What follows belongs to an exercise in optimizing a design on an open flow for small area; a production flow would make more cautious choices.
The RTL was checked by simulation tests, not by an equivalence proof against the original design.
In runs 2 to 4 the design's own scripts or RTL, not TritonCTS, make the clock network.
The clock port is modelled as an ideal driver, which makes a skipped or thinned clock tree look cheaper than it is; a real chip needs a root buffer or a tree.
Power figures rest on the tool's default switching activity, not on a simulated workload.

==> flow/config.mk <==
export PLATFORM = sky130hd
export DESIGN_NAME = PIEZO_reality_and_damedame
export DESIGN_NICKNAME = PIEZO_reality_and_damedame
export VERILOG_FILES = /design/flow/design.v
export SDC_FILE = /design/flow/constraint.sdc
export NUM_CORES = 4
export LEC_CHECK = 0
export ABC_AREA = 1
export CAP_MARGIN = 20
export CORE_MARGIN = 2
export CORE_UTILIZATION = 40
export SLEW_MARGIN = 20
==> flow/constraint.sdc <==
create_clock -name core_clock -period 10.0 [get_ports {CLK_1MHZ}]
set_input_delay 2.0000 -clock core_clock [delete_from_list [all_inputs] [get_ports {CLK_1MHZ}]]
set_output_delay 2.0000 -clock core_clock [all_outputs]
set_load 0.01 [all_outputs]
==> flow/design.v <==
module PIEZO_reality_and_damedame(RESETN, CLK_1MHZ, A, T, SONG);
  input RESETN, CLK_1MHZ, A, T;
  output SONG;
  reg h1; reg [5:0] i1; reg b1, f1, z1; reg [18:0] s1; reg [1:0] u1; reg [10:0] c1;
  reg [7:0] p2; reg b2, f2, z2; reg [17:0] s2; reg [10:0] c2;
  reg [3:0] n1id, n2id; reg [1:0] k1;
  reg [10:0] t1, t2; reg r1, r2;
  always @(*) begin
    case ({h1, i1})
      7'd0: begin n1id = 4'd5; k1 = 2'd2; end
      7'd1: begin n1id = 4'd8; k1 = 2'd0; end
      7'd2: begin n1id = 4'd9; k1 = 2'd0; end
      7'd3: begin n1id = 4'd5; k1 = 2'd1; end
      7'd4: begin n1id = 4'd1; k1 = 2'd0; end
      7'd5: begin n1id = 4'd11; k1 = 2'd0; end
      7'd6: begin n1id = 4'd5; k1 = 2'd1; end
      7'd7: begin n1id = 4'd0; k1 = 2'd0; end
      7'd8: begin n1id = 4'd12; k1 = 2'd0; end
      7'd9: begin n1id = 4'd9; k1 = 2'd0; end
      7'd10: begin n1id = 4'd5; k1 = 2'd1; end
      7'd11: begin n1id = 4'd1; k1 = 2'd0; end
      7'd12: begin n1id = 4'd11; k1 = 2'd0; end
      7'd13: begin n1id = 4'd5; k1 = 2'd3; end
      7'd14: begin n1id = 4'd3; k1 = 2'd2; end
      7'd15: begin n1id = 4'd4; k1 = 2'd0; end
      7'd16: begin n1id = 4'd5; k1 = 2'd3; end
      7'd17: begin n1id = 4'd0; k1 = 2'd0; end
      7'd18: begin n1id = 4'd8; k1 = 2'd0; end
      7'd19: begin n1id = 4'd10; k1 = 2'd0; end
      7'd20: begin n1id = 4'd11; k1 = 2'd0; end
      7'd21: begin n1id = 4'd5; k1 = 2'd0; end
      7'd22: begin n1id = 4'd1; k1 = 2'd1; end
      7'd23: begin n1id = 4'd13; k1 = 2'd0; end
      7'd24: begin n1id = 4'd1; k1 = 2'd1; end
      7'd25: begin n1id = 4'd0; k1 = 2'd0; end
      7'd26: begin n1id = 4'd8; k1 = 2'd0; end
      7'd27: begin n1id = 4'd4; k1 = 2'd0; end
      7'd28: begin n1id = 4'd7; k1 = 2'd1; end
      7'd29: begin n1id = 4'd2; k1 = 2'd0; end
      7'd30: begin n1id = 4'd7; k1 = 2'd1; end
      7'd31: begin n1id = 4'd0; k1 = 2'd0; end
      7'd32: begin n1id = 4'd11; k1 = 2'd0; end
      7'd33: begin n1id = 4'd7; k1 = 2'd0; end
      7'd34: begin n1id = 4'd9; k1 = 2'd1; end
      7'd35: begin n1id = 4'd5; k1 = 2'd0; end
      7'd36: begin n1id = 4'd9; k1 = 2'd2; end
      7'd37: begin n1id = 4'd5; k1 = 2'd0; end
      7'd38: begin n1id = 4'd1; k1 = 2'd3; end
      7'd39: begin n1id = 4'd0; k1 = 2'd1; end
      7'd40: begin n1id = 4'd0; k1 = 2'd0; end
      7'd41: begin n1id = 4'd0; k1 = 2'd0; end
      7'd42: begin n1id = 4'd0; k1 = 2'd0; end
      7'd43: begin n1id = 4'd0; k1 = 2'd0; end
      7'd44: begin n1id = 4'd0; k1 = 2'd0; end
      7'd45: begin n1id = 4'd0; k1 = 2'd0; end
      7'd46: begin n1id = 4'd0; k1 = 2'd0; end
      7'd47: begin n1id = 4'd0; k1 = 2'd0; end
      7'd48: begin n1id = 4'd0; k1 = 2'd0; end
      7'd49: begin n1id = 4'd0; k1 = 2'd0; end
      7'd50: begin n1id = 4'd0; k1 = 2'd0; end
      7'd51: begin n1id = 4'd0; k1 = 2'd0; end
      7'd52: begin n1id = 4'd0; k1 = 2'd0; end
      7'd53: begin n1id = 4'd0; k1 = 2'd0; end
      7'd54: begin n1id = 4'd0; k1 = 2'd0; end
      7'd55: begin n1id = 4'd0; k1 = 2'd0; end
      7'd56: begin n1id = 4'd0; k1 = 2'd0; end
      7'd57: begin n1id = 4'd0; k1 = 2'd0; end
      7'd58: begin n1id = 4'd0; k1 = 2'd0; end
      7'd59: begin n1id = 4'd0; k1 = 2'd0; end
      7'd60: begin n1id = 4'd0; k1 = 2'd0; end
      7'd61: begin n1id = 4'd0; k1 = 2'd0; end
      7'd62: begin n1id = 4'd0; k1 = 2'd0; end
      7'd63: begin n1id = 4'd0; k1 = 2'd0; end
      7'd64: begin n1id = 4'd5; k1 = 2'd2; end
      7'd65: begin n1id = 4'd8; k1 = 2'd0; end
      7'd66: begin n1id = 4'd9; k1 = 2'd0; end
      7'd67: begin n1id = 4'd5; k1 = 2'd1; end
      7'd68: begin n1id = 4'd1; k1 = 2'd0; end
      7'd69: begin n1id = 4'd11; k1 = 2'd0; end
      7'd70: begin n1id = 4'd5; k1 = 2'd1; end
      7'd71: begin n1id = 4'd0; k1 = 2'd0; end
      7'd72: begin n1id = 4'd12; k1 = 2'd0; end
      7'd73: begin n1id = 4'd9; k1 = 2'd0; end
      7'd74: begin n1id = 4'd5; k1 = 2'd1; end
      7'd75: begin n1id = 4'd1; k1 = 2'd0; end
      7'd76: begin n1id = 4'd11; k1 = 2'd0; end
      7'd77: begin n1id = 4'd5; k1 = 2'd3; end
      7'd78: begin n1id = 4'd3; k1 = 2'd2; end
      7'd79: begin n1id = 4'd4; k1 = 2'd0; end
      7'd80: begin n1id = 4'd5; k1 = 2'd3; end
      7'd81: begin n1id = 4'd0; k1 = 2'd0; end
      7'd82: begin n1id = 4'd8; k1 = 2'd0; end
      7'd83: begin n1id = 4'd10; k1 = 2'd0; end
      7'd84: begin n1id = 4'd11; k1 = 2'd0; end
      7'd85: begin n1id = 4'd5; k1 = 2'd0; end
      7'd86: begin n1id = 4'd1; k1 = 2'd1; end
      7'd87: begin n1id = 4'd13; k1 = 2'd0; end
      7'd88: begin n1id = 4'd1; k1 = 2'd1; end
      7'd89: begin n1id = 4'd0; k1 = 2'd0; end
      7'd90: begin n1id = 4'd8; k1 = 2'd0; end
      7'd91: begin n1id = 4'd4; k1 = 2'd0; end
      7'd92: begin n1id = 4'd7; k1 = 2'd1; end
      7'd93: begin n1id = 4'd2; k1 = 2'd0; end
      7'd94: begin n1id = 4'd7; k1 = 2'd1; end
      7'd95: begin n1id = 4'd0; k1 = 2'd0; end
      7'd96: begin n1id = 4'd11; k1 = 2'd0; end
      7'd97: begin n1id = 4'd7; k1 = 2'd0; end
      7'd98: begin n1id = 4'd9; k1 = 2'd1; end
      7'd99: begin n1id = 4'd5; k1 = 2'd0; end
      7'd100: begin n1id = 4'd1; k1 = 2'd2; end
      7'd101: begin n1id = 4'd11; k1 = 2'd1; end
      7'd102: begin n1id = 4'd11; k1 = 2'd3; end
      7'd103: begin n1id = 4'd0; k1 = 2'd1; end
      7'd104: begin n1id = 4'd0; k1 = 2'd0; end
      7'd105: begin n1id = 4'd0; k1 = 2'd0; end
      7'd106: begin n1id = 4'd0; k1 = 2'd0; end
      7'd107: begin n1id = 4'd0; k1 = 2'd0; end
      7'd108: begin n1id = 4'd0; k1 = 2'd0; end
      7'd109: begin n1id = 4'd0; k1 = 2'd0; end
      7'd110: begin n1id = 4'd0; k1 = 2'd0; end
      7'd111: begin n1id = 4'd0; k1 = 2'd0; end
      7'd112: begin n1id = 4'd0; k1 = 2'd0; end
      7'd113: begin n1id = 4'd0; k1 = 2'd0; end
      7'd114: begin n1id = 4'd0; k1 = 2'd0; end
      7'd115: begin n1id = 4'd0; k1 = 2'd0; end
      7'd116: begin n1id = 4'd0; k1 = 2'd0; end
      7'd117: begin n1id = 4'd0; k1 = 2'd0; end
      7'd118: begin n1id = 4'd0; k1 = 2'd0; end
      7'd119: begin n1id = 4'd0; k1 = 2'd0; end
      7'd120: begin n1id = 4'd0; k1 = 2'd0; end
      7'd121: begin n1id = 4'd0; k1 = 2'd0; end
      7'd122: begin n1id = 4'd0; k1 = 2'd0; end
      7'd123: begin n1id = 4'd0; k1 = 2'd0; end
      7'd124: begin n1id = 4'd0; k1 = 2'd0; end
      7'd125: begin n1id = 4'd0; k1 = 2'd0; end
      7'd126: begin n1id = 4'd0; k1 = 2'd0; end
      7'd127: begin n1id = 4'd0; k1 = 2'd0; end
    endcase
  end
  always @(*) begin
    case (n1id)
      4'd0: begin r1 = 1'b1; t1 = 11'd375; end   
      4'd1: begin r1 = 1'b0; t1 = 11'd259; end   
      4'd2: begin r1 = 1'b0; t1 = 11'd1617; end   
      4'd3: begin r1 = 1'b0; t1 = 11'd427; end   
      4'd4: begin r1 = 1'b0; t1 = 11'd375; end   
      4'd5: begin r1 = 1'b0; t1 = 11'd544; end   
      4'd6: begin r1 = 1'b0; t1 = 11'd0; end
      4'd7: begin r1 = 1'b0; t1 = 11'd514; end   
      4'd8: begin r1 = 1'b0; t1 = 11'd1886; end   
      4'd9: begin r1 = 1'b0; t1 = 11'd330; end   
      4'd10: begin r1 = 1'b0; t1 = 11'd1644; end   
      4'd11: begin r1 = 1'b0; t1 = 11'd1485; end   
      4'd12: begin r1 = 1'b0; t1 = 11'd856; end   
      4'd13: begin r1 = 1'b0; t1 = 11'd832; end   
      4'd14: begin r1 = 1'b0; t1 = 11'd0; end
      4'd15: begin r1 = 1'b0; t1 = 11'd0; end
    endcase
  end
  always @(*) begin
    case (p2)
      8'd0: n2id = 4'd2;
      8'd1: n2id = 4'd2;
      8'd2: n2id = 4'd0;
      8'd3: n2id = 4'd4;
      8'd4: n2id = 4'd0;
      8'd5: n2id = 4'd1;
      8'd6: n2id = 4'd1;
      8'd7: n2id = 4'd1;
      8'd8: n2id = 4'd1;
      8'd9: n2id = 4'd1;
      8'd10: n2id = 4'd2;
      8'd11: n2id = 4'd0;
      8'd12: n2id = 4'd0;
      8'd13: n2id = 4'd5;
      8'd14: n2id = 4'd5;
      8'd15: n2id = 4'd5;
      8'd16: n2id = 4'd5;
      8'd17: n2id = 4'd0;
      8'd18: n2id = 4'd0;
      8'd19: n2id = 4'd4;
      8'd20: n2id = 4'd4;
      8'd21: n2id = 4'd3;
      8'd22: n2id = 4'd6;
      8'd23: n2id = 4'd6;
      8'd24: n2id = 4'd6;
      8'd25: n2id = 4'd6;
      8'd26: n2id = 4'd6;
      8'd27: n2id = 4'd6;
      8'd28: n2id = 4'd6;
      8'd29: n2id = 4'd2;
      8'd30: n2id = 4'd2;
      8'd31: n2id = 4'd2;
      8'd32: n2id = 4'd2;
      8'd33: n2id = 4'd6;
      8'd34: n2id = 4'd7;
      8'd35: n2id = 4'd15;
      8'd36: n2id = 4'd7;
      8'd37: n2id = 4'd7;
      8'd38: n2id = 4'd7;
      8'd39: n2id = 4'd7;
      8'd40: n2id = 4'd7;
      8'd41: n2id = 4'd2;
      8'd42: n2id = 4'd2;
      8'd43: n2id = 4'd3;
      8'd44: n2id = 4'd3;
      8'd45: n2id = 4'd5;
      8'd46: n2id = 4'd5;
      8'd47: n2id = 4'd5;
      8'd48: n2id = 4'd5;
      8'd49: n2id = 4'd1;
      8'd50: n2id = 4'd1;
      8'd51: n2id = 4'd5;
      8'd52: n2id = 4'd5;
      8'd53: n2id = 4'd4;
      8'd54: n2id = 4'd0;
      8'd55: n2id = 4'd0;
      8'd56: n2id = 4'd0;
      8'd57: n2id = 4'd0;
      8'd58: n2id = 4'd0;
      8'd59: n2id = 4'd0;
      8'd60: n2id = 4'd0;
      8'd61: n2id = 4'd2;
      8'd62: n2id = 4'd2;
      8'd63: n2id = 4'd2;
      8'd64: n2id = 4'd2;
      8'd65: n2id = 4'd0;
      8'd66: n2id = 4'd4;
      8'd67: n2id = 4'd0;
      8'd68: n2id = 4'd1;
      8'd69: n2id = 4'd1;
      8'd70: n2id = 4'd1;
      8'd71: n2id = 4'd1;
      8'd72: n2id = 4'd1;
      8'd73: n2id = 4'd2;
      8'd74: n2id = 4'd2;
      8'd75: n2id = 4'd3;
      8'd76: n2id = 4'd5;
      8'd77: n2id = 4'd0;
      8'd78: n2id = 4'd0;
      8'd79: n2id = 4'd0;
      8'd80: n2id = 4'd0;
      8'd81: n2id = 4'd4;
      8'd82: n2id = 4'd4;
      8'd83: n2id = 4'd4;
      8'd84: n2id = 4'd4;
      8'd85: n2id = 4'd6;
      8'd86: n2id = 4'd6;
      8'd87: n2id = 4'd4;
      8'd88: n2id = 4'd4;
      8'd89: n2id = 4'd0;
      8'd90: n2id = 4'd0;
      8'd91: n2id = 4'd0;
      8'd92: n2id = 4'd0;
      8'd93: n2id = 4'd0;
      8'd94: n2id = 4'd0;
      8'd95: n2id = 4'd2;
      8'd96: n2id = 4'd2;
      8'd97: n2id = 4'd2;
      8'd98: n2id = 4'd2;
      8'd99: n2id = 4'd15;
      8'd100: n2id = 4'd7;
      8'd101: n2id = 4'd6;
      8'd102: n2id = 4'd7;
      8'd103: n2id = 4'd0;
      8'd104: n2id = 4'd0;
      8'd105: n2id = 4'd0;
      8'd106: n2id = 4'd0;
      8'd107: n2id = 4'd0;
      8'd108: n2id = 4'd0;
      8'd109: n2id = 4'd2;
      8'd110: n2id = 4'd2;
      8'd111: n2id = 4'd2;
      8'd112: n2id = 4'd2;
      8'd113: n2id = 4'd2;
      8'd114: n2id = 4'd2;
      8'd115: n2id = 4'd15;
      8'd116: n2id = 4'd7;
      8'd117: n2id = 4'd6;
      8'd118: n2id = 4'd7;
      8'd119: n2id = 4'd4;
      8'd120: n2id = 4'd4;
      8'd121: n2id = 4'd4;
      8'd122: n2id = 4'd4;
      8'd123: n2id = 4'd4;
      8'd124: n2id = 4'd4;
      8'd125: n2id = 4'd2;
      8'd126: n2id = 4'd2;
      8'd127: n2id = 4'd2;
      8'd128: n2id = 4'd2;
      8'd129: n2id = 4'd4;
      8'd130: n2id = 4'd0;
      8'd131: n2id = 4'd5;
      8'd132: n2id = 4'd0;
      8'd133: n2id = 4'd0;
      8'd134: n2id = 4'd0;
      8'd135: n2id = 4'd0;
      8'd136: n2id = 4'd0;
      8'd137: n2id = 4'd0;
      8'd138: n2id = 4'd0;
      8'd139: n2id = 4'd0;
      8'd140: n2id = 4'd0;
      8'd141: n2id = 4'd0;
      8'd142: n2id = 4'd0;
      8'd143: n2id = 4'd0;
      8'd144: n2id = 4'd0;
      8'd145: n2id = 4'd0;
      8'd146: n2id = 4'd0;
      8'd147: n2id = 4'd0;
      8'd148: n2id = 4'd0;
      8'd149: n2id = 4'd0;
      8'd150: n2id = 4'd0;
      8'd151: n2id = 4'd0;
      8'd152: n2id = 4'd0;
      8'd153: n2id = 4'd0;
      8'd154: n2id = 4'd0;
      8'd155: n2id = 4'd0;
      8'd156: n2id = 4'd0;
      8'd157: n2id = 4'd0;
      8'd158: n2id = 4'd0;
      8'd159: n2id = 4'd0;
      8'd160: n2id = 4'd0;
      8'd161: n2id = 4'd0;
      8'd162: n2id = 4'd0;
      8'd163: n2id = 4'd0;
      8'd164: n2id = 4'd0;
      8'd165: n2id = 4'd0;
      8'd166: n2id = 4'd0;
      8'd167: n2id = 4'd0;
      8'd168: n2id = 4'd0;
      8'd169: n2id = 4'd0;
      8'd170: n2id = 4'd0;
      8'd171: n2id = 4'd0;
      8'd172: n2id = 4'd0;
      8'd173: n2id = 4'd0;
      8'd174: n2id = 4'd0;
      8'd175: n2id = 4'd0;
      8'd176: n2id = 4'd0;
      8'd177: n2id = 4'd0;
      8'd178: n2id = 4'd0;
      8'd179: n2id = 4'd0;
      8'd180: n2id = 4'd0;
      8'd181: n2id = 4'd0;
      8'd182: n2id = 4'd0;
      8'd183: n2id = 4'd0;
      8'd184: n2id = 4'd0;
      8'd185: n2id = 4'd0;
      8'd186: n2id = 4'd0;
      8'd187: n2id = 4'd0;
      8'd188: n2id = 4'd0;
      8'd189: n2id = 4'd0;
      8'd190: n2id = 4'd0;
      8'd191: n2id = 4'd0;
      8'd192: n2id = 4'd0;
      8'd193: n2id = 4'd0;
      8'd194: n2id = 4'd0;
      8'd195: n2id = 4'd0;
      8'd196: n2id = 4'd0;
      8'd197: n2id = 4'd0;
      8'd198: n2id = 4'd0;
      8'd199: n2id = 4'd0;
      8'd200: n2id = 4'd0;
      8'd201: n2id = 4'd0;
      8'd202: n2id = 4'd0;
      8'd203: n2id = 4'd0;
      8'd204: n2id = 4'd0;
      8'd205: n2id = 4'd0;
      8'd206: n2id = 4'd0;
      8'd207: n2id = 4'd0;
      8'd208: n2id = 4'd0;
      8'd209: n2id = 4'd0;
      8'd210: n2id = 4'd0;
      8'd211: n2id = 4'd0;
      8'd212: n2id = 4'd0;
      8'd213: n2id = 4'd0;
      8'd214: n2id = 4'd0;
      8'd215: n2id = 4'd0;
      8'd216: n2id = 4'd0;
      8'd217: n2id = 4'd0;
      8'd218: n2id = 4'd0;
      8'd219: n2id = 4'd0;
      8'd220: n2id = 4'd0;
      8'd221: n2id = 4'd0;
      8'd222: n2id = 4'd0;
      8'd223: n2id = 4'd0;
      8'd224: n2id = 4'd0;
      8'd225: n2id = 4'd0;
      8'd226: n2id = 4'd0;
      8'd227: n2id = 4'd0;
      8'd228: n2id = 4'd0;
      8'd229: n2id = 4'd0;
      8'd230: n2id = 4'd0;
      8'd231: n2id = 4'd0;
      8'd232: n2id = 4'd0;
      8'd233: n2id = 4'd0;
      8'd234: n2id = 4'd0;
      8'd235: n2id = 4'd0;
      8'd236: n2id = 4'd0;
      8'd237: n2id = 4'd0;
      8'd238: n2id = 4'd0;
      8'd239: n2id = 4'd0;
      8'd240: n2id = 4'd0;
      8'd241: n2id = 4'd0;
      8'd242: n2id = 4'd0;
      8'd243: n2id = 4'd0;
      8'd244: n2id = 4'd0;
      8'd245: n2id = 4'd0;
      8'd246: n2id = 4'd0;
      8'd247: n2id = 4'd0;
      8'd248: n2id = 4'd0;
      8'd249: n2id = 4'd0;
      8'd250: n2id = 4'd0;
      8'd251: n2id = 4'd0;
      8'd252: n2id = 4'd0;
      8'd253: n2id = 4'd0;
      8'd254: n2id = 4'd0;
      8'd255: n2id = 4'd0;
    endcase
  end
  always @(*) begin
    case (n2id)
      4'd0: begin r2 = 1'b0; t2 = 11'd330; end   
      4'd1: begin r2 = 1'b0; t2 = 11'd375; end   
      4'd2: begin r2 = 1'b1; t2 = 11'd0; end   
      4'd3: begin r2 = 1'b0; t2 = 11'd259; end   
      4'd4: begin r2 = 1'b0; t2 = 11'd514; end   
      4'd5: begin r2 = 1'b0; t2 = 11'd544; end   
      4'd6: begin r2 = 1'b0; t2 = 11'd1485; end   
      4'd7: begin r2 = 1'b0; t2 = 11'd1645; end   
      4'd8: begin r2 = 1'b0; t2 = 11'd0; end
      4'd9: begin r2 = 1'b0; t2 = 11'd0; end
      4'd10: begin r2 = 1'b0; t2 = 11'd0; end
      4'd11: begin r2 = 1'b0; t2 = 11'd0; end
      4'd12: begin r2 = 1'b0; t2 = 11'd0; end
      4'd13: begin r2 = 1'b0; t2 = 11'd0; end
      4'd14: begin r2 = 1'b0; t2 = 11'd0; end
      4'd15: begin r2 = 1'b0; t2 = 11'd1886; end   
    endcase
  end
  assign SONG = (A & ~T) ? b1 : ((~A & T) ? b2 : 1'b0);
  wire e1 = h1 & (i1 == 6'd40);                    
  wire w1 = (s1 == 19'd16690);                  
  wire n1 = ~f1 & w1 & (u1 == k1);                
  wire m1 = z1 | (~f1 & (c1 == t1));               
  wire e2 = (p2 == 8'd133);                         
  wire l1 = w1 | f1;
  wire g1 = m1 | f1;
  always @(negedge RESETN or posedge CLK_1MHZ)
    if (!RESETN) begin
      h1 <= 1'b0; i1 <= 6'd62; b1 <= 1'b0; f1 <= 1'b1;
    end else if (!A || e1) begin
      h1 <= 1'b0; i1 <= 6'd62; b1 <= 1'b0; f1 <= 1'b1;
    end else begin
      f1 <= n1;
      if (n1) begin
        if (!h1 && i1 == 6'd39) begin h1 <= 1'b1; i1 <= 6'd0; end
        else i1 <= i1 + 6'd1;
      end else if (m1) b1 <= ~b1;
    end
  always @(posedge CLK_1MHZ) begin
    z1 <= e2 | r1;
    s1 <= l1 ? 19'd0 : {~s1[17:0], (s1[18] ^ s1[12])};
    if (f1) u1 <= 2'd0; else if (w1) u1 <= u1 + 2'd1;
    c1[10:1] <= g1 ? 10'b0101010101 : ~c1[9:0];
    c1[0] <= m1 ? 1'b0 : (f1 ? 1'b1 : ~(c1[10] ^ c1[8]));
  end
  wire w2 = (s2 == 18'd19070);                  
  wire n2 = ~f2 & w2;
  wire m2 = z2 | (~f2 & (c2 == t2));
  wire l2 = w2 | f2;
  wire g2 = m2 | f2;
  always @(negedge RESETN or posedge CLK_1MHZ)
    if (!RESETN) begin
      p2 <= 8'd0; b2 <= 1'b0; f2 <= 1'b1;
    end else if (!T) begin
      p2 <= 8'd0; b2 <= 1'b0; f2 <= 1'b1;
    end else if (e2) begin
      p2 <= 8'd0; f2 <= 1'b1;
    end else begin
      f2 <= n2;
      if (n2) p2 <= p2 + 8'd1;
      else if (m2) b2 <= ~b2;
    end
  always @(posedge CLK_1MHZ) begin
    z2 <= r2;
    s2 <= l2 ? 18'd0 : {~s2[16:0], (s2[17] ^ s2[10])};
    c2[10:1] <= g2 ? 10'b0101010101 : ~c2[9:0];
    c2[0] <= m2 ? 1'b0 : (f2 ? 1'b1 : ~(c2[10] ^ c2[8]));
  end
endmodule
==> flow/flow/run.sh <==
#!/bin/bash
# The standard layout (standard.sh) with two synthesis changes, both in the
# combinational mapping only (registers are mapped before either step, so they
# are the standard synthesis's registers, same names and cell types):
#  - ABC maps with an area-oriented script (flow/abc_area.script) in place of
#    ORFS's delay-oriented one;
#  - Yosys's half/full-adder extraction (extract_fa) is skipped, so ABC sees
#    the adder logic as plain gates.
# and one layout change: clock tree synthesis runs with the arguments in
# flow/cts_args.txt (no dummy loads on the clock tree's leaves).
# Every other step is ORFS's own, run through standard.sh's make command.
set -euo pipefail
HERE=$(pwd)
rm -rf "$HERE/scripts_custom"
cp -r "$FLOW_HOME/scripts" "$HERE/scripts_custom"
cp "$HERE/flow/abc_area.script" "$HERE/scripts_custom/abc_area.script"
awk '/# extract the full adders/ {skip=1} /dont_use_after_adder_step/ {skip=0} !skip' \
  "$FLOW_HOME/scripts/synth.tcl" > "$HERE/scripts_custom/synth.tcl"
! grep -q extract_fa "$HERE/scripts_custom/synth.tcl"
CTS_ARGS=$(cat "$HERE/flow/cts_args.txt")
sed "s|make -C \([^ ]*\) |make -C \1 SCRIPTS_DIR=$HERE/scripts_custom ABC_AREA=1 CTS_ARGS='$CTS_ARGS' |" standard.sh > custom.sh
grep -q "SCRIPTS_DIR=$HERE/scripts_custom" custom.sh
bash custom.sh synth > synth.log 2>&1
bash custom.sh > layout.log 2>&1
test -s out/final.def
==> flow/flow/abc_area.script <==
strash
dc2
balance
rewrite
refactor
balance
rewrite
rewrite -z
balance
refactor -z
rewrite -z
balance
&get -n
&deepsyn -T 60
&put
balance
rewrite
refactor
balance
rewrite
rewrite -z
balance
refactor -z
rewrite -z
balance
&get -n
&deepsyn -T 60 -S 7
&put
dch -f
amap
==> flow/flow/cts_args.txt <==
-sink_clustering_enable -repair_clock_nets -dont_use_dummy_load
==> flow/standard.sh <==
#!/bin/bash
# synth_recipe.tcl (not shown) runs the flow's synth.tcl, then flattens the netlist and writes it again
# the make line also repeats each setting of config.mk as NAME=value (left out here)
make -C /OpenROAD-flow-scripts/flow DESIGN_CONFIG=/design/flow/config.mk WORK_HOME=/design/flow/orfs CLKGATE_MAP_FILE= SYNTH_SCRIPT=/design/flow/synth_recipe.tcl "${@:-finish}"
==> results of run 1 <==
## power breakdown
part | switching [mW] | leakage, nW | internal, mW
combinational | 0.0101 | 0.611 | 0.00695
clock | 0.0986 | 0.0647 | 0.0804
sequential | 0.00661 | 0.759 | 0.340
total | 0.115 | 1.43 | 0.427
## per-layer routing
layer  up-vias  track usage (%)  share of wire (%)
li1       1648                -                  -
met1      1467             22.1                 50
met2        74             24.2                 43
met3        16             4.61                4.6
met4         0             7.80                1.7
met5         -                0                  0
## worst max path at each step
stage	endpoint	slack, ps	depth (start not counted)
2_1_floorplan	SONG	5520	2
3_3_place_gp	SONG	4570	4
3_5_place_dp	SONG	4530	4
4_1_cts	SONG	4530	4
5_1_grt	SONG	4490	4
6_report	SONG	4560	4
## through the flow
step / utilization [%] / setup slack, ps / area, sq um / power, mW
2_1_floorplan: - / 5520 / 3610 / 0.363
3_5_place_dp: 43.4 / 4530 / 3790 / 0.371
3_3_place_gp: 43.4 / 4570 / 3790 / 0.370
5_1_grt: 44.8 / 4490 / 3910 / 0.568
4_1_cts: 44.8 / 4530 / 3910 / 0.551
6_report: 44.8 / 4560 / 3910 / 0.543
## flip-flops by register name, indices dropped and copies added (netlist names), 2 cells and up
name  count
p2        8
s1       19
s2       18
c2       11
i1        6
c1       11
u1        2
## cell type report
class / count / area share, %
clock buffer: 9 / 3.17
multi-input combinational: 331 / 42.6
tap: 108 / 3.46
inverter: 53 / 5.09
sequential: 82 / 44.6
timing repair buffer: 4 / 1.02
## Yosys cell counts, types with 2 or more instances
master	instances
nand3_1	14
dfxtp_1	63
dfrtp_1	12
o221ai_1	3
a221oi_1	3
nand4_1	2
nor2b_1	6
dfstp_2	7
nor3_1	11
or4_1	4
or2_0	5
nor2_1	130
o21ai_0	29
a41oi_1	2
o22ai_1	15
clkinv_1	53
a31oi_1	6
or4b_1	2
or3_1	4
a2111oi_0	2
o32ai_1	4
nor4_1	6
a211oi_1	9
a21oi_1	27
o22a_1	2
nand2_1	30
## kinds of logic after synthesis
logic type      count (synthesis)  synth area share [%]
compound gates                112                  19.5
xor+xnor                        2                 0.485
buf+inv                        53                  5.51
flops                          82                  48.3
simple gates                  217                  26.2
## critical path: stages
cell	delay, ps
clkdlybuf4s50_1	480
clkinv_1	100
o32ai_1	280
clkdlybuf4s50_1	580
## cells in the final DEF (no fill, tap or decap), types with 11 or more instances in the layout
cell and n:
nor3_1 11, nand3_1 14, nand2_1 30, dfxtp_1 63
nor2_1 130, clkinv_1 53, o22ai_1 15, o21ai_0 29
dfrtp_1 12, a21oi_1 27
==> PnR_summary.wiki, run 1 <==
{| class="wikitable"
! Metric !! Value
|-
| Run status || no timing/DRC/antenna violations
|-
| Clk buf depth || 2
|-
| Cell accounting for the most synthesized area || dfxtp_1
|-
| Vias/cell || 5.46
|-
| Area of the multi-input gates || 1670 sq um
|-
| Start point of the worst hold path || s2[0]
|-
| Overall die height || a little under 100 microns
|-
| First-pass iteration count of the detailed router || 5
|-
| Startpoint of the most critical setup path || A
|-
| Net count after synthesis || 470
|-
| Total half-perimeter wirelength after legalization and detailed placement || ~5.7 mm
|-
| Top Ports || 5
|-
| Non-Filler Instances || slightly below 600
|-
| Hold Fails Final Rpt || 0
|-
| Number of nets with antenna violations after detailed routing || 0
|-
| Total global-route track usage || about 16%
|-
| Final period demand of the worst path || around 5400 ps
|-
| Post-Syn Area per Cell || 7.75 sq um
|-
| Clk_skew || 31.5 ps
|-
| Critical Path Start Type || input port
|-
| Worst reg2reg endpoint || b1
|-
| Total congestion overflow after global routing || 0
|-
| Wirelength, routed || 7.64 mm
|-
| Count of flip-flops with a built-in enable after synthesis || 0
|-
| Fin. max-slew vios || 0
|-
| Leading cell types by total area after synthesis || dfxtp_1, nor2_1, dfrtp_1
|-
| Portion of the clock cycle consumed by the worst path in the final layout || 54.4%
|-
| IO Port Bufs || 4
|-
| Post-CTS setup buffer count || 0
|-
| Max-Cap Viols || 0
|-
| Hold Path Cell Cnt || 1
|-
| Per-cell routed wire length || 13.0 microns
|-
| Largest net degree at the start of global routing || 20
|-
| Hold Crit Class || reg2reg
|-
| Vias in the first global route || roughly 3000
|-
| Finish-stage setup viols || 0
|-
| Hold endpoint || s2[1]
|-
| Ant diodes || 0
|-
| Cell count after placement || 578
|-
| Data arrival time of the critical path || about 3400 ps
|-
| Master cell of the clock root buffer || clkbuf_8
|-
| Crit end category || output port
|-
| Total number of yosys warnings || 1
|-
| Row Count || 34
|-
| Core ar. || 8720 sq um
|-
| Total Die Area || between 9000 and 10000 sq um
|-
| Global-route wire length before repair || 13.1 mm
|-
| Relative area change from synthesis to final layout || 8.28%
|-
| Final hold slack || around 380 ps
|-
| Fill cell instance count of the final layout || ~880
|-
| Count of H-tree levels built during CTS || 3
|-
| Logic depth of the worst register-to-register path || 20
|-
| Number of cells produced by synthesis || 466
|-
| Top fanout value on the critical path || 3
|-
| Max-Slew Margin vs Limit || a little under two fifths
|-
| Worst flop-to-flop path startpoint || i1[1]
|-
| Synthesis-stage register bit count || 82
|-
| Worst R2R Setup Slack || roughly 5400 ps
|-
| Unique masters post-synth || 41
|-
| Mapped Area || 3610 sq um
|-
| Hold bufs inserted after CTS || 0
|-
| Top FF cell, synth || dfxtp_1
|-
| Fraction of post-synthesis cell area in the top cell type by area || around a third
|-
| Sequential area share after synthesis || 48.3%
|-
| Layout cell share with drive strength beyond 1 || ~3.3%
|-
| Slew @ Worst Pin || 915 ps
|-
| Worst-path clk slew || about 90 ps
|-
| RD Place Congestion || slightly above 0.9
|-
| Resized Gates After CTS || 0
|-
| Storage cell area || 1750 sq um
|-
| Remaining design rule violation count || 0
|-
| Highest Clock Rate || roughly 180 MHz
|-
| Critical path required time || around 8000 ps
|-
| Pleak || approximately 1.4 nW
|-
| Post-route setup TNS || 0 ps
|-
| Unrepaired setup endpoints after global routing || no
|-
| Detailed router's first-iteration violation count || 140
|-
| Clock sink count || ~80
|-
| Num CTS Buffers || 9
|-
| Starting Density || 41.4%
|-
| Net total in the final layout || 485
|-
| Fraction of synthesis flops using an asynchronous set or reset pin || between 20% and 30%
|-
| Via count || 3205
|-
| Horiz. Die Dim || between 90 and 100 microns
|-
| VDD IR max || between 80 and 90 uV
|-
| Antenna violations before repair || 0
|-
| Later-pin clock latency in the skew report || ~350 ps
|-
| Power density relative to cell area || 139 nW/um^2
|-
| Worst setup path class || in2out
|-
| CTS tree || built
|}
==> inputs of run 2 (changes only) <==
--- a/flow/flow/run.sh
+++ b/flow/flow/run.sh
@@ -7,6 +7,11 @@
 #  - Yosys's half/full-adder extraction (extract_fa) is skipped, so ABC sees
 #    the adder logic as plain gates.
-# and one layout change: clock tree synthesis runs with the arguments in
-# flow/cts_args.txt (no dummy loads on the clock tree's leaves).
+# and two layout changes:
+#  - the clock tree is flow/clock_buffer.tcl (the clock port drives four
+#    buf_12 cells, each driving a quarter of the flip-flops) in place of
+#    TritonCTS's H-tree; the rest of ORFS's CTS step (timing repair,
+#    legalisation) runs as usual;
+#  - the port buffers that ORFS inserts on every input and output are buf_1
+#    cells (BUFFER_PORTS_ARGS) rather than the cell buffer_ports picks.
 # Every other step is ORFS's own, run through standard.sh's make command.
 set -euo pipefail
@@ -18,6 +23,10 @@
   "$FLOW_HOME/scripts/synth.tcl" > "$HERE/scripts_custom/synth.tcl"
 ! grep -q extract_fa "$HERE/scripts_custom/synth.tcl"
-CTS_ARGS=$(cat "$HERE/flow/cts_args.txt")
-sed "s|make -C \([^ ]*\) |make -C \1 SCRIPTS_DIR=$HERE/scripts_custom ABC_AREA=1 CTS_ARGS='$CTS_ARGS' |" standard.sh > custom.sh
+# clock tree: flow/clock_buffer.tcl in place of TritonCTS's clock_tree_synthesis
+grep -q '^log_cmd clock_tree_synthesis {\*}\$cts_args$' "$FLOW_HOME/scripts/cts.tcl"
+sed "s|^log_cmd clock_tree_synthesis {\*}\$cts_args$|source $HERE/flow/clock_buffer.tcl|" \
+  "$FLOW_HOME/scripts/cts.tcl" > "$HERE/scripts_custom/cts.tcl"
+grep -q "source $HERE/flow/clock_buffer.tcl" "$HERE/scripts_custom/cts.tcl"
+sed "s|make -C \([^ ]*\) |make -C \1 SCRIPTS_DIR=$HERE/scripts_custom ABC_AREA=1 BUFFER_PORTS_ARGS='-buffer_cell sky130_fd_sc_hd__buf_1' |" standard.sh > custom.sh
 grep -q "SCRIPTS_DIR=$HERE/scripts_custom" custom.sh
 bash custom.sh synth > synth.log 2>&1
==> flow/flow/clock_buffer.tcl (new file) <==
# Clock buffering in place of TritonCTS's H-tree, for this small design: the
# clock port drives nx * ny clock buffers; the flip-flops are split into an
# nx-by-ny grid of equal-sized groups (by x, then by y within each column) and
# each group is driven by one buffer placed at the group's centroid.
set nx 2
set ny 2
set bufcell sky130_fd_sc_hd__buf_12
set block [ord::get_db_block]
set db [ord::get_db]
set clk_port_net [$block findNet CLK_1MHZ]
set master [$db findMaster $bufcell]
set sinks {}
foreach it [$clk_port_net getITerms] {
  set xy [$it getAvgXY]
  lappend sinks [list [lindex $xy 1] [lindex $xy 2] $it]
}
set sinks [lsort -real -index 0 $sinks]
set n [llength $sinks]
puts "clock_buffer: $n sinks, [expr {$nx * $ny}] x $bufcell"
set b 0
for {set i 0} {$i < $nx} {incr i} {
  set col [lrange $sinks [expr {$i * $n / $nx}] [expr {($i + 1) * $n / $nx - 1}]]
  set col [lsort -real -index 1 $col]
  set m [llength $col]
  for {set j 0} {$j < $ny} {incr j} {
    set grp [lrange $col [expr {$j * $m / $ny}] [expr {($j + 1) * $m / $ny - 1}]]
    set inst [odb::dbInst_create $block $master "clkbuf_${b}_CLK_1MHZ"]
    set net [odb::dbNet_create $block "clknet_${b}_CLK_1MHZ"]
    $net setSigType CLOCK
    set sx 0; set sy 0
    foreach s $grp {
      set it [lindex $s 2]
      $it disconnect
      $it connect $net
      set sx [expr {$sx + [lindex $s 0]}]
      set sy [expr {$sy + [lindex $s 1]}]
    }
    [$inst findITerm A] connect $clk_port_net
    [$inst findITerm X] connect $net
    $inst setLocation [expr {int($sx / [llength $grp])}] [expr {int($sy / [llength $grp])}]
    $inst setPlacementStatus PLACED
    incr b
  }
}
$clk_port_net setSigType CLOCK
set_propagated_clock [all_clocks]
removed: flow/flow/cts_args.txt
==> run 2 against run 1 <==
Still clean. Register-to-register slack got worse by 50 ps. Synthesized cell count unchanged. Die area unchanged. Global-route usage decreased by 0.80 points. First-iteration DRC count increased by 9.3%. Sequential power about the same. Setup slack improved by 780 ps. Cell count decreased by 0.85%. Flip-flop and latch count unchanged. Critical path depth unchanged. Wire length decreased by 0.48%. Sequential share of layout area increased by 0.78 points. Highest routed layer unchanged.
==> PnR_summary.wiki, run 2 <==
{| class="wikitable"
! Metric !! Value
|-
| Unique masters post-synth || 41 (unchanged)
|-
| Relative area change from synthesis to final layout || 6.41%
|-
| Most common library cell in the layout ignoring fill and taps || nor2_1
|-
| Count of flip-flops with a built-in enable after synthesis || 0 (unchanged)
|-
| Clk_skew || 9.62 ps (-21.9 ps)
|-
| Layout cell share with drive strength beyond 1 || 2.53% (-0.81 points)
|-
| Net total in the final layout || 480 (-1.0%)
|-
| Synth top cells by count || nor2_1, dfxtp_1, clkinv_1
|-
| VDD IR max || 70.0 uV (-16%)
|-
| Run status || no timing/DRC/antenna violations
|-
| Start point of the worst hold path || s1[11]
|-
| Fin. max-slew vios || 0 (unchanged)
|-
| Most repeated cell in the gate-level netlist after synthesis || nor2_1
|-
| Hold Fails Final Rpt || 0 (unchanged)
|-
| Storage cell area || 1750 sq um (unchanged)
|-
| Unrepaired setup endpoints after global routing || no
|-
| Post-route setup TNS || 0 ps (unchanged)
|-
| Later-pin clock latency in the skew report || 120 ps (-230 ps)
|-
| Slew @ Worst Pin || 957 ps (+41.3 ps)
|-
| Crit end category || output port
|-
| Slowest CP cell || o32ai_1
|-
| Antenna violations before repair || 0 (unchanged)
|-
| Pleak || 1.40 nW (-2.4%)
|-
| Tot Pwr || 0.506 mW (-6.7%)
|-
| Global-route wire length before repair || 13.5 mm (+3.2%)
|-
| CP dominant cell by count || buf_1
|-
| Ant diodes || 0 (unchanged)
|-
| Critical path required time || 8000 ps (about the same)
|-
| Cell count after placement || 578 (unchanged)
|-
| Highest Clock Rate || 214 MHz (+17%)
|-
| Mapped Area || 3610 sq um (unchanged)
|-
| RD Place Congestion || 0.896 (-1.2%)
|-
| Hold Path Cell Cnt || 1 (unchanged)
|-
| Horiz. Die Dim || 99.0 microns (unchanged)
|-
| Fraction of post-synthesis cell area in the top cell type by area || 34.9% (unchanged)
|-
| Power density relative to cell area || 132 nW/um^2 (-5.1%)
|-
| Largest net degree at the start of global routing || 22 (+10%)
|-
| Final period demand of the worst path || 4670 ps (-776 ps)
|-
| Cell accounting for the most synthesized area || dfxtp_1
|-
| Total number of yosys warnings || 1 (unchanged)
|-
| Total global-route track usage || 15.6% (-0.80 points)
|-
| Max-Slew Margin vs Limit || 35.4% (-2.8 points)
|-
| Portion of the clock cycle consumed by the worst path in the final layout || 46.7% (-7.8 points)
|-
| Top library cells by usage in the layout, fill and taps aside || nor2_1, dfxtp_1, clkinv_1
|-
| IO Port Bufs || 4 (unchanged)
|-
| Non-Filler Instances || 582 (-0.85%)
|-
| Worst setup path class || in2out
|-
| Worst-path clk slew || 80 ps (about the same)
|-
| Vias in the first global route || 3034 (+3.0%)
|-
| Via count || 3181 (-0.75%)
|-
| Startpoint of the most critical setup path || A
|-
| Area of the multi-input gates || 1670 sq um (unchanged)
|-
| Hold bufs inserted after CTS || 0 (unchanged)
|-
| Resized Gates After CTS || 0 (unchanged)
|-
| Biggest cell delay along the critical path || 290 ps (-290 ps)
|-
| Net count after synthesis || 470 (unchanged)
|-
| Top Ports || 5 (unchanged)
|-
| Critical path, cell by cell || buf_1 > clkinv_1 > o32ai_1 > buf_1
|-
| Post-CTS setup buffer count || 0 (unchanged)
|-
| Finish-stage setup viols || 0 (unchanged)
|-
| Sequential area share after synthesis || 48.3% (unchanged)
|-
| Per-cell routed wire length || 13.1 microns (+0.37%)
|-
| Post-Syn Area per Cell || 7.75 sq um (unchanged)
|-
| Fill cell instance count of the final layout || 875 (-0.34%)
|-
| Max-Cap Viols || 0 (unchanged)
|-
| Number of cells produced by synthesis || 466 (unchanged)
|-
| Starting Density || 41.4% (unchanged)
|-
| Largest registers || s1: 19 flops, s2: 18 flops
|-
| Overall die height || 99.0 microns (unchanged)
|-
| Synthesis-stage register bit count || 82 (unchanged)
|-
| Row Count || 34 (unchanged)
|-
| Total congestion overflow after global routing || 0 (unchanged)
|-
| Top FF cell, synth || dfxtp_1
|-
| Final core area utilization || 44.1% (-0.77 points)
|-
| Fraction of synthesis flops using an asynchronous set or reset pin || 23.2% (unchanged)
|-
| Top fanout value on the critical path || 3 (unchanged)
|-
| Core ar. || 8720 sq um (unchanged)
|-
| Number of nets with antenna violations after detailed routing || 0 (unchanged)
|-
| Total half-perimeter wirelength after legalization and detailed placement || 5.78 mm (+0.77%)
|-
| Hold Crit Class || reg2reg
|-
| Vias/cell || 5.47 (+0.10%)
|-
| Remaining design rule violation count || 0 (unchanged)
|-
| Data arrival time of the critical path || 2670 ps (-770 ps)
|-
| Worst flop-to-flop path startpoint || p2[1]
|-
| Leading cell types by total area after synthesis || dfxtp_1, nor2_1, dfrtp_1
|-
| Top reg by flops || s1
|-
| First-pass iteration count of the detailed router || 5 (unchanged)
|-
| Critical Path Start Type || input port
|-
| Total Die Area || 9800 sq um (unchanged)
|-
| Flip-flop count of the largest register after layout || 19 (unchanged)
|-
| Detailed router's first-iteration violation count || 153 (+9.3%)
|-
| Logic depth of the worst register-to-register path || 21 (+5.0%)
|-
| Wirelength, routed || 7.60 mm (-0.48%)
|}
==> run 2: critical path, delay by kind of cell <==
kind | cells | cell delay (ps)
AO/OA/AOI/OAI | 1 | 290
buffers and inverters | 3 | 380
==> run 2: logic make-up (layout without fill, tap and decap cells) <==
family,Yosys count,count (layout),share of synthesized area [%]
xor gates and xnor gates,2,2,0.485
buffers and inverters,53,61,5.51
and+or+nand+nor,217,217,26.2
AOI/OAI and AO/OA,112,112,19.5
DFF,82,82,48.3
==> run 2: report_power, final <==
| group | leakage (nW) | switching, mW | internal, mW | total, mW |
|---|---|---|---|---|
| combinational | 0.603 | 0.0101 | 0.00590 | 0.0160 |
| sequential | 0.759 | 0.00660 | 0.340 | 0.347 |
| clock | 0.0376 | 0.0782 | 0.0650 | 0.143 |
| total | 1.40 | 0.0949 | 0.411 | 0.506 |
==> run 2: path summary, 6_finish.rpt <==
kind / to / slack (ps)
max in group asynchronous: i1[4] / 7810
worst min register to register: s1[12] / 400
worst min-delay path: s1[12] / 400
min in group asynchronous: p2[3] / 1830
worst max register to register: c2[4] / 5390
worst max-delay path: SONG / 5330
==> run 2: routing by layer <==
layer	wire, microns	global-route usage (%)	up-vias	part of all wire, %
li1	-	-	1643	-
met1	3830	22.8	1432	50
met2	3310	25.5	90	44
met3	335	1.13	16	4.4
met4	127	2.95	0	1.7
met5	0	0	-	0
==> run 2: area by class of cell <==
class / count / share of cell area [%]
flip-flops and latches: 82 / 45.4
multi-input cells: 331 / 43.4
inverters: 53 / 5.18
well taps: 108 / 3.52
plain buffers: 4 / 2.08
repair buffers: 4 / 0.423
==> run 2: stage by stage <==
stage	hold WS (ps)	area, sq um	worst slack, ps
after floorplan	383	3610	5520
after global placement	388	3760	5350
after detailed placement	396	3760	5340
after CTS	408	3840	5330
after global routing	419	3840	4830
final	404	3840	5330
==> inputs of run 3 (changes only) <==
--- a/flow/flow/run.sh
+++ b/flow/flow/run.sh
@@ -8,6 +8,6 @@
 #    the adder logic as plain gates.
 # and two layout changes:
-#  - the clock tree is flow/clock_buffer.tcl (the clock port drives four
-#    buf_12 cells, each driving a quarter of the flip-flops) in place of
+#  - the clock tree is flow/clock_buffer.tcl (the clock port drives three
+#    buf_12 cells, each driving a third of the flip-flops) in place of
 #    TritonCTS's H-tree; the rest of ORFS's CTS step (timing repair,
 #    legalisation) runs as usual;
--- a/flow/flow/abc_area.script
+++ b/flow/flow/abc_area.script
@@ -12,5 +12,5 @@
 balance
 &get -n
-&deepsyn -T 60
+&deepsyn -T 60 -S 3
 &put
 balance
@@ -25,5 +25,5 @@
 balance
 &get -n
-&deepsyn -T 60 -S 7
+&deepsyn -T 60 -S 11
 &put
 dch -f
--- a/flow/flow/clock_buffer.tcl
+++ b/flow/flow/clock_buffer.tcl
@@ -3,6 +3,6 @@
 # nx-by-ny grid of equal-sized groups (by x, then by y within each column) and
 # each group is driven by one buffer placed at the group's centroid.
-set nx 2
-set ny 2
+set nx 3
+set ny 1
 set bufcell sky130_fd_sc_hd__buf_12
 set block [ord::get_db_block]
==> run 3 against run 2 <==
Still clean. Critical path depth grew 16. Global-route usage grew 0.12 points. Hold slack gained 3.2 ps. Combinational power grew 3%. Sequential power is essentially flat. Total power shrank 3.2%. Die area shrank 0.26%. Via count is essentially flat. Cell area shrank 0.78%. Synthesized cell count shrank 2.1%. Critical path type is now reg2reg. Highest routed layer unchanged.
==> PnR_summary.wiki, run 3 <==
{| class="wikitable"
! Metric !! Value
|-
| Total half-perimeter wirelength after legalization and detailed placement || 5.86 mm (+1.3%)
|-
| Leading cell types by total area after synthesis || dfxtp_1, nor2_1, dfrtp_1
|-
| IO Port Bufs || 4 (unchanged)
|-
| Resized Gates After CTS || 0 (unchanged)
|-
| Number of cells produced by synthesis || 456 (-2.1%)
|-
| Count of flip-flops with a built-in enable after synthesis || 0 (unchanged)
|-
| Post-route setup TNS || 0 ps (unchanged)
|-
| Finish-stage setup viols || 0 (unchanged)
|-
| Horiz. Die Dim || 98.9 microns (-0.13%)
|-
| Most common library cell in the layout ignoring fill and taps || nor2_1
|-
| Net total in the final layout || 469 (-2.3%)
|-
| Global-route wire length before repair || 13.5 mm (+0.10%)
|-
| Largest registers || s1: 19 flops, s2: 18 flops
|-
| Data arrival time of the critical path || 4820 ps (+2150 ps)
|-
| Detailed router's first-iteration violation count || 189 (+24%)
|-
| Hold Crit Class || reg2reg
|-
| Pleak || 1.33 nW (-4.7%)
|-
| Slew @ Worst Pin || 962 ps (+5.26 ps)
|-
| Flip-flop count of the largest register after layout || 19 (unchanged)
|-
| Top fanout value on the critical path || 8 (+5)
|-
| First-pass iteration count of the detailed router || 5 (unchanged)
|-
| Critical path required time || 10060 ps (+2060 ps)
|-
| Later-pin clock latency in the skew report || 140 ps (+20 ps)
|-
| Total Die Area || 9780 sq um (-0.26%)
|-
| Worst-path clk slew || 110 ps (+30 ps)
|-
| Largest net degree at the start of global routing || 29 (+32%)
|-
| Total number of yosys warnings || 1 (unchanged)
|-
| Vias/cell || 5.57 (+1.9%)
|-
| Critical Path Start Type || register
|-
| Run status || no timing/DRC/antenna violations
|-
| Vias in the first global route || 3014 (-0.66%)
|-
| Mapped Area || 3600 sq um (-0.28%)
|-
| Wirelength, routed || 7.56 mm (-0.62%)
|-
| Total global-route track usage || 15.7% (+0.12 points)
|-
| Final period demand of the worst path || 4760 ps (+94.7 ps)
|-
| Total congestion overflow after global routing || 0 (unchanged)
|-
| Remaining design rule violation count || 0 (unchanged)
|-
| Top Ports || 5 (unchanged)
|-
| Ant diodes || 0 (unchanged)
|-
| Most repeated cell in the gate-level netlist after synthesis || nor2_1
|-
| Per-cell routed wire length || 13.2 microns (+1.3%)
|-
| Cell accounting for the most synthesized area || dfxtp_1
|-
| Fin. max-slew vios || 0 (unchanged)
|-
| Fraction of synthesis flops using an asynchronous set or reset pin || 23.2% (unchanged)
|-
| Area after DPL || 3750 sq um (-0.27%)
|-
| Layout cell share with drive strength beyond 1 || 2.38% (-0.16 points)
|-
| Cell count after placement || 568 (-1.7%)
|-
| Core ar. || 8720 sq um (unchanged)
|-
| Antenna violations before repair || 0 (unchanged)
|-
| Non-Filler Instances || 571 (-1.9%)
|-
| Hold bufs inserted after CTS || 0 (unchanged)
|-
| VDD IR max || 109 uV (+56%)
|-
| Max-Slew Margin vs Limit || 35.1% (-0.32 points)
|-
| Tot Pwr || 0.490 mW (-3.2%)
|-
| Net count after synthesis || 460 (-2.1%)
|-
| Synthesis-stage register bit count || 82 (unchanged)
|-
| Unrepaired setup endpoints after global routing || no
|-
| Worst setup path class || reg2reg
|-
| Highest Clock Rate || 210 MHz (-2.0%)
|-
| Power density relative to cell area || 129 nW/um^2 (-2.4%)
|-
| Row Count || 34 (unchanged)
|-
| Starting Density || 41.3% (-0.11 points)
|-
| Post-route cell area || 3810 sq um (-0.78%)
|-
| Synth top cells by count || nor2_1, dfxtp_1, clkinv_1
|-
| Max-Cap Viols || 0 (unchanged)
|-
| Top FF cell, synth || dfxtp_1
|-
| Fill cell instance count of the final layout || 863 (-1.4%)
|-
| Via count || 3180 (-0.031%)
|-
| Unique masters post-synth || 44 (+7.3%)
|-
| Number of nets with antenna violations after detailed routing || 0 (unchanged)
|-
| Final core area utilization || 43.7% (-0.34 points)
|-
| Post-Syn Area per Cell || 7.90 sq um (+1.9%)
|-
| Top reg by flops || s1
|-
| Relative area change from synthesis to final layout || 5.87%
|-
| Portion of the clock cycle consumed by the worst path in the final layout || 47.6% (+0.95 points)
|-
| RD Place Congestion || 0.927 (+3.4%)
|-
| Crit end category || register
|-
| Sequential area share after synthesis || 48.5% (+0.13 points)
|-
| Hold Fails Final Rpt || 0 (unchanged)
|-
| Top library cells by usage in the layout, fill and taps aside || nor2_1, dfxtp_1, clkinv_1
|-
| Clk_skew || 10.6 ps (+1.02 ps)
|-
| Fraction of post-synthesis cell area in the top cell type by area || 35.0% (+0.097 points)
|-
| Overall die height || 98.9 microns (-0.13%)
|-
| Post-CTS setup buffer count || 0 (unchanged)
|}
[run 3: changes by cell type after synthesis, sizes merged, moves of 3 or more]
cell,before,now
o22ai,15,11
nor2b,6,1
o21a,1,4
clkinv,53,47
nand3,14,20
a21oi,27,17
[run 3: routing by layer]
metal | global-route usage (%) | part of all wire, % | vias to the layer above
li1 | - | - | 1627
met1 | 22.9 | 49 | 1458
met2 | 26.3 | 46 | 85
met3 | 0.993 | 4.0 | 10
met4 | 2.11 | 1.1 | 0
met5 | 0 | 0 | -
[run 3: report_power, final]
group          switching, mW  internal, mW  leakage [nW]  total [mW]
sequential           0.00669         0.340         0.759       0.347
combinational         0.0105       0.00595         0.547      0.0165
clock                 0.0780        0.0490        0.0282       0.127
[run 3: final cells by class]
type	count	area (sq um)	area share, %
plain buffers	3	60.1	1.58
inverters	47	176	4.63
multi-input cells	327	1680	44.0
flip-flops and latches	82	1750	45.8
well taps	108	135	3.54
repair buffers	4	16.3	0.427
[run 3: worst paths after layout]
check	start	to	slack (ps)	depth (start not counted)
max	p2[1]	b2	5240	20
max reg2reg	p2[1]	b2	5240	20
min	s2[14]	s2[15]	410	1
max in group asynchronous	RESETN	i1[5]	7860	1
min reg2reg	s2[14]	s2[15]	410	1
min in group asynchronous	RESETN	p2[1]	1790	1
[run 3: logic make-up after synthesis]
family,synth area share (%)
flops,48.5
compound gates,19.2
buf+inv,4.90
xor+xnor,1.22
simple gates,26.2
[run 3: metrics by stage]
step / hold WS [ps] / worst slack (ps)
2_1_floorplan: 383 / 5700
3_3_place_gp: 388 / 5420
3_5_place_dp: 397 / 5370
4_1_cts: 412 / 5340
5_1_grt: 427 / 4750
6_report: 407 / 5240
[run 3: critical path, cell delays in order, from the launching register on]
cell and delay, ps:
dfrtp_1 410, clkinv_1 190, nor2_1 390, nor2_1 80, o21ai_0 260, o41a_1 220, a311oi_1 60, or4_1 420
o311ai_0 260, o21ai_0 320, nor2_1 240, clkinv_1 120, o22ai_1 160, xor2_1 100, a211oi_1 240, o2111ai_1 150
nor4_1 260, a31oi_1 300, nor2_1 280, nor2_1 70, a211oi_1 160
==> inputs of run 4 (changes only) <==
--- a/flow/design.v
+++ b/flow/design.v
@@ -2,6 +2,8 @@
   input RESETN, CLK_1MHZ, A, T;
   output SONG;
-  reg h1; reg [5:0] i1; reg b1, f1, z1; reg [18:0] s1; reg [1:0] u1; reg [10:0] c1;
-  reg [7:0] p2; reg b2, f2, z2; reg [17:0] s2; reg [10:0] c2;
+  reg h1; reg [5:0] j1; reg b1, g1n, z1; reg [18:0] s1; reg [1:0] u1; reg [10:0] c1;
+  reg [7:0] p2; reg b2, g2n, z2; reg [17:0] s2; reg [10:0] c2;
+  wire [5:0] i1 = j1 ^ 6'd62;
+  wire f1 = ~g1n, f2 = ~g2n;
   reg [3:0] n1id, n2id; reg [1:0] k1;
   reg [10:0] t1, t2; reg r1, r2;
@@ -439,21 +441,21 @@
   end
   assign SONG = (A & ~T) ? b1 : ((~A & T) ? b2 : 1'b0);
-  wire e1 = h1 & (i1 == 6'd40);                    
-  wire w1 = (s1 == 19'd16690);                  
+  wire e1 = h1 & i1[5] & i1[3];                    
+  wire w1 = ~s1[18] & ~s1[17] & ~s1[16] & ~s1[15] & s1[14] & ~s1[13] & ~s1[11] & ~s1[9] & s1[8] & ~s1[7] & ~s1[6] & s1[5] & s1[4] & ~s1[3] & s1[1] & ~s1[0];
   wire n1 = ~f1 & w1 & (u1 == k1);                
   wire m1 = z1 | (~f1 & (c1 == t1));               
-  wire e2 = (p2 == 8'd133);                         
+  wire e2 = p2[7] & p2[2] & p2[0];                  
   wire l1 = w1 | f1;
   wire g1 = m1 | f1;
   always @(negedge RESETN or posedge CLK_1MHZ)
     if (!RESETN) begin
-      h1 <= 1'b0; i1 <= 6'd62; b1 <= 1'b0; f1 <= 1'b1;
+      h1 <= 1'b0; j1 <= 6'd0; b1 <= 1'b0; g1n <= 1'b0;
     end else if (!A || e1) begin
-      h1 <= 1'b0; i1 <= 6'd62; b1 <= 1'b0; f1 <= 1'b1;
+      h1 <= 1'b0; j1 <= 6'd0; b1 <= 1'b0; g1n <= 1'b0;
     end else begin
-      f1 <= n1;
+      g1n <= ~n1;
       if (n1) begin
-        if (!h1 && i1 == 6'd39) begin h1 <= 1'b1; i1 <= 6'd0; end
-        else i1 <= i1 + 6'd1;
+        if (!h1 && i1[5] && !i1[4] && i1[2:0] == 3'd7) begin h1 <= 1'b1; j1 <= 6'd62; end   
+        else j1 <= (i1 + 6'd1) ^ 6'd62;
       end else if (m1) b1 <= ~b1;
     end
@@ -472,11 +474,11 @@
   always @(negedge RESETN or posedge CLK_1MHZ)
     if (!RESETN) begin
-      p2 <= 8'd0; b2 <= 1'b0; f2 <= 1'b1;
+      p2 <= 8'd0; b2 <= 1'b0; g2n <= 1'b0;
     end else if (!T) begin
-      p2 <= 8'd0; b2 <= 1'b0; f2 <= 1'b1;
+      p2 <= 8'd0; b2 <= 1'b0; g2n <= 1'b0;
     end else if (e2) begin
-      p2 <= 8'd0; f2 <= 1'b1;
+      p2 <= 8'd0; g2n <= 1'b0;
     end else begin
-      f2 <= n2;
+      g2n <= ~n2;
       if (n2) p2 <= p2 + 8'd1;
       else if (m2) b2 <= ~b2;
==> run 4 against run 3 <==
First-iteration DRC count shrank 41%. Synthesized area is 0.66% lower. Combinational power shrank 12%. Sequential power about the same. Via count is 1.6% lower. Die area down 0.64%. Cell area is 0.62% lower. Still clean. Critical path depth is 3 higher. Largest power group unchanged. Wire length decreased by 1.1%. Sequential share of layout area grew 0.056 points. Largest cell class unchanged.
==> PnR_summary.wiki, run 4 <==
{| class="wikitable"
! Metric !! Value
|-
| Top fanout value on the critical path || 9 (+1)
|-
| Largest net degree at the start of global routing || 29 (unchanged)
|-
| Finish-stage setup viols || 0 (unchanged)
|-
| Most repeated cell in the gate-level netlist after synthesis || nor2_1
|-
| Tot Pwr || 0.489 mW (-0.17%)
|-
| Unrepaired setup endpoints after global routing || no
|-
| Top reg by flops || s1
|-
| Critical path required time || 10050 ps (about the same)
|-
| Synthesis-stage register bit count || 82 (unchanged)
|-
| Cell accounting for the most synthesized area || dfxtp_1
|-
| Fraction of post-synthesis cell area in the top cell type by area || 35.3% (+0.23 points)
|-
| Switching Power || 0.0955 mW (+0.29%)
|-
| Vias in the first global route || 2894 (-4.0%)
|-
| Count of flip-flops with a built-in enable after synthesis || 0 (unchanged)
|-
| Post-route setup TNS || 0 ps (unchanged)
|-
| Antenna violations before repair || 0 (unchanged)
|-
| Total half-perimeter wirelength after legalization and detailed placement || 5.77 mm (-1.5%)
|-
| Logic depth of the worst register-to-register path || 23 (+15%)
|-
| Vias/cell || 5.44 (-2.3%)
|-
| Worst-path clk slew || 110 ps (about the same)
|-
| Overall die height || 98.6 microns (-0.32%)
|-
| Global-route wire length before repair || 13.3 mm (-1.5%)
|-
| Ant diodes || 0 (unchanged)
|-
| Hold Path Cell Cnt || 1 (unchanged)
|-
| Starting Density || 41.2% (-0.072 points)
|-
| Fin. max-slew vios || 0 (unchanged)
|-
| Resized Gates After CTS || 0 (unchanged)
|-
| Total Die Area || 9720 sq um (-0.64%)
|-
| Portion of the clock cycle consumed by the worst path in the final layout || 48.0% (+0.36 points)
|-
| Fraction of synthesis flops using an asynchronous set or reset pin || 23.2% (unchanged)
|-
| Run status || no timing/DRC/antenna violations
|-
| Part of the power in the clock network || 26.2% (+0.3 points)
|-
| VDD IR max || 85.6 uV (-21%)
|-
| Power share of the combinational group || 3.0% (-0.4 points)
|-
| Layout cell share with drive strength beyond 1 || 0.857% (-1.5 points)
|-
| Core ar. || 8680 sq um (-0.49%)
|-
| Sequential area share after synthesis || 48.5% (+0.077 points)
|-
| Horiz. Die Dim || 98.6 microns (-0.32%)
|-
| Largest registers || s1: 19 flops, s2: 18 flops
|-
| Mapped Area || 3580 sq um (-0.66%)
|-
| Dpl ws || 5310 ps (-66.2 ps)
|-
| Max-Slew Margin vs Limit || 45.5% (+10 points)
|-
| Relative area change from synthesis to final layout || 5.91% (about the same)
|-
| Total congestion overflow after global routing || 0 (unchanged)
|-
| Total number of yosys warnings || 1 (unchanged)
|-
| Synth top cells by count || nor2_1, dfxtp_1, clkinv_1
|-
| Cell internal pwr || 0.394 mW (-0.28%)
|-
| Per-cell routed wire length || 13.0 microns (-1.8%)
|-
| Net total in the final layout || 473 (+0.85%)
|-
| Number of cells produced by synthesis || 460 (+0.88%)
|-
| Detailed router's first-iteration violation count || 111 (-41%)
|-
| RD Place Congestion || 0.908 (-2.1%)
|-
| Hold Crit Class || reg2reg
|-
| Via count || 3129 (-1.6%)
|-
| Highest Clock Rate || 208 MHz (-0.75%)
|-
| Final period demand of the worst path || 4800 ps (+35.8 ps)
|-
| Hold Fails Final Rpt || 0 (unchanged)
|-
| Top FF cell, synth || dfxtp_1
|-
| Clk_skew || 15.2 ps (+4.51 ps)
|-
| Data arrival time of the critical path || 4850 ps (+30 ps)
|-
| Most common library cell in the layout ignoring fill and taps || nor2_1
|-
| Final Worst Setup Slack || 5200 ps (-35.8 ps)
|-
| Worst setup path class || reg2reg
|-
| Flip-flop count of the largest register after layout || 19 (unchanged)
|-
| Hold bufs inserted after CTS || 0 (unchanged)
|-
| Pleak || 1.38 nW (+3.2%)
|-
| Wirelength, routed || 7.48 mm (-1.1%)
|-
| Row Count || 34 (unchanged)
|-
| Net count after synthesis || 464 (+0.87%)
|-
| Remaining design rule violation count || 0 (unchanged)
|-
| Critical Path Start Type || register
|-
| Later-pin clock latency in the skew report || 140 ps (about the same)
|-
| Fill cell instance count of the final layout || 888 (+2.9%)
|-
| Unique masters post-synth || 42 (-4.5%)
|-
| Crit end category || register
|-
| Slew @ Worst Pin || 818 ps (-144 ps)
|-
| Leading cell types by total area after synthesis || dfxtp_1, nor2_1, dfrtp_1
|-
| Max-Cap Viols || 0 (unchanged)
|-
| Post-CTS setup buffer count || 0 (unchanged)
|-
| Post-Syn Area per Cell || 7.78 sq um (-1.5%)
|-
| Seq pwr share || 70.8% (about the same)
|-
| IO Port Bufs || 4 (unchanged)
|-
| Number of nets with antenna violations after detailed routing || 0 (unchanged)
|-
| Top library cells by usage in the layout, fill and taps aside || nor2_1, dfxtp_1, clkinv_1
|-
| Power density relative to cell area || 129 nW/um^2 (+0.46%)
|-
| Total global-route track usage || 15.6% (-0.088 points)
|-
| Top Ports || 5 (unchanged)
|-
| Switching fraction of total power || 19.5% (+0.090 points)
|-
| First-pass iteration count of the detailed router || 4 (-1)
|}
## run 4: cell types whose count changed after synthesis, moves of 3 or more
cell	change
o211ai_1	+4
o21a_1	-3
a2111oi_0	+3
nand3_1	-5
a211oi_1	-6
dfrtp_1	+7
o21ai_0	+5
nor4_1	-5
dfstp_2	-7
a21oi_1	+10
nor3_1	+7
or3_1	-3
## run 4: kinds of logic after synthesis
logic type,Yosys count,share of synthesized area (%)
AOI/OAI and AO/OA,117,20.7
DFF,82,48.5
and+or+nand+nor,213,25.6
buffers and inverters,47,4.93
xor gates and xnor gates,1,0.245
## run 4: area by class of cell
| type | instances | area, sq um | share of cell area, % |
|---|---|---|---|
| inverter | 47 | 176 | 4.66 |
| tap | 108 | 135 | 3.57 |
| sequential | 82 | 1740 | 45.8 |
| buffer | 3 | 60.1 | 1.59 |
| multi-input combinational | 331 | 1660 | 43.9 |
| timing repair buffer | 4 | 16.3 | 0.429 |
## run 4: critical path, stage by stage, from the launching register on
cell       delay (ps)
dfrtp_1           410
clkinv_1          240
nor2_1            240
clkinv_1          110
nor2_1            170
nor2_1             60
a21oi_1           170
clkinv_1          110
o21ai_0           250
nor2_1             60
nor3_1            140
a21oi_1            50
o21ai_0           620
clkinv_1          230
nor2_1            270
nor2_1            120
o21a_1            180
nor3_1            130
nand3_1            90
a2111oi_0         280
a41oi_1           330
clkinv_1          170
a21oi_1            80
a311oi_1          190
## run 4: worst paths after layout
check                      startpoint     end  slack (ps)
hold / removal                 s1[10]  s1[11]         390
hold reg to reg                s1[10]  s1[11]         390
setup reg to reg                p2[2]      b2        5200
max in group asynchronous      RESETN     g1n        7870
min in group asynchronous      RESETN   p2[1]        1790
setup / recovery                p2[2]      b2        5200
## run 4: stage by stage
| step | cells | hold slack (ps) | utilization, % | area, sq um |
|---|---|---|---|---|
| after floorplan | 460 | 368 | - | 3580 |
| final | 575 | 388 | 43.7 | 3790 |
| after detailed placement | 572 | 377 | 42.9 | 3730 |
| after global placement | 572 | 371 | 42.9 | 3730 |
| after global routing | 575 | 414 | 43.7 | 3790 |
| after CTS | 575 | 391 | 43.6 | 3790 |
## run 4: power by group through the flow
stage | Clock [mW] | Combinational (mW) | Sequential [mW]
6_report | 0.128 | 0.0145 | 0.346
5_1_grt | 0.148 | 0.0171 | 0.348
4_1_cts | 0.135 | 0.0149 | 0.346
3_5_place_dp | 0 | 0.0149 | 0.354
3_3_place_gp | 0 | 0.0143 | 0.354
2_1_floorplan | 0 | 0.0102 | 0.352
## run 4: metal layers
metal	vias to the layer above	GRT usage, %	wire length [microns]
met5	-	0	0
met4	0	1.69	37
met3	2	0.993	261
met2	57	26.7	3510
met1	1448	22.6	3660
li1	1622	-	-

==> port drivers added, routing unchanged <==
The flow's constraints put no driver on any port. The routed layouts listed below were extracted and timed again, unchanged, in two steps.
Step 1 assumes that a clkbuf_16 drives the clock port and a buf_2 every other input.
Step 2 adds t to the input delays and takes it off the output delays; t is the mean of the earliest and latest rising clock arrival at the registers after step 1. Input paths then give back, and output paths get back, about the clock's delay inside the block.
Three values: ideal, step 1, step 2; two values: the first two.
| run | shift t [ns] | slack for setup (ns) | cell pins on the clock port's net |
|---|---|---|---|
| run 1 | 0.365 | 4.556 / 4.528 / 4.528 | 1 |
| run 2 | 0.197 | 5.332 / 5.309 / 5.309 | 4 |
| run 3 | 0.197 | 5.237 / 5.237 / 5.237 | 3 |
| run 4 | 0.202 | 5.201 / 5.201 / 5.201 | 3 |
After both steps setup and hold are still met in every run listed. The setup slack of run 1, which loses most, moves by -0.028 ns with the drivers and by -0.028 ns with both steps.
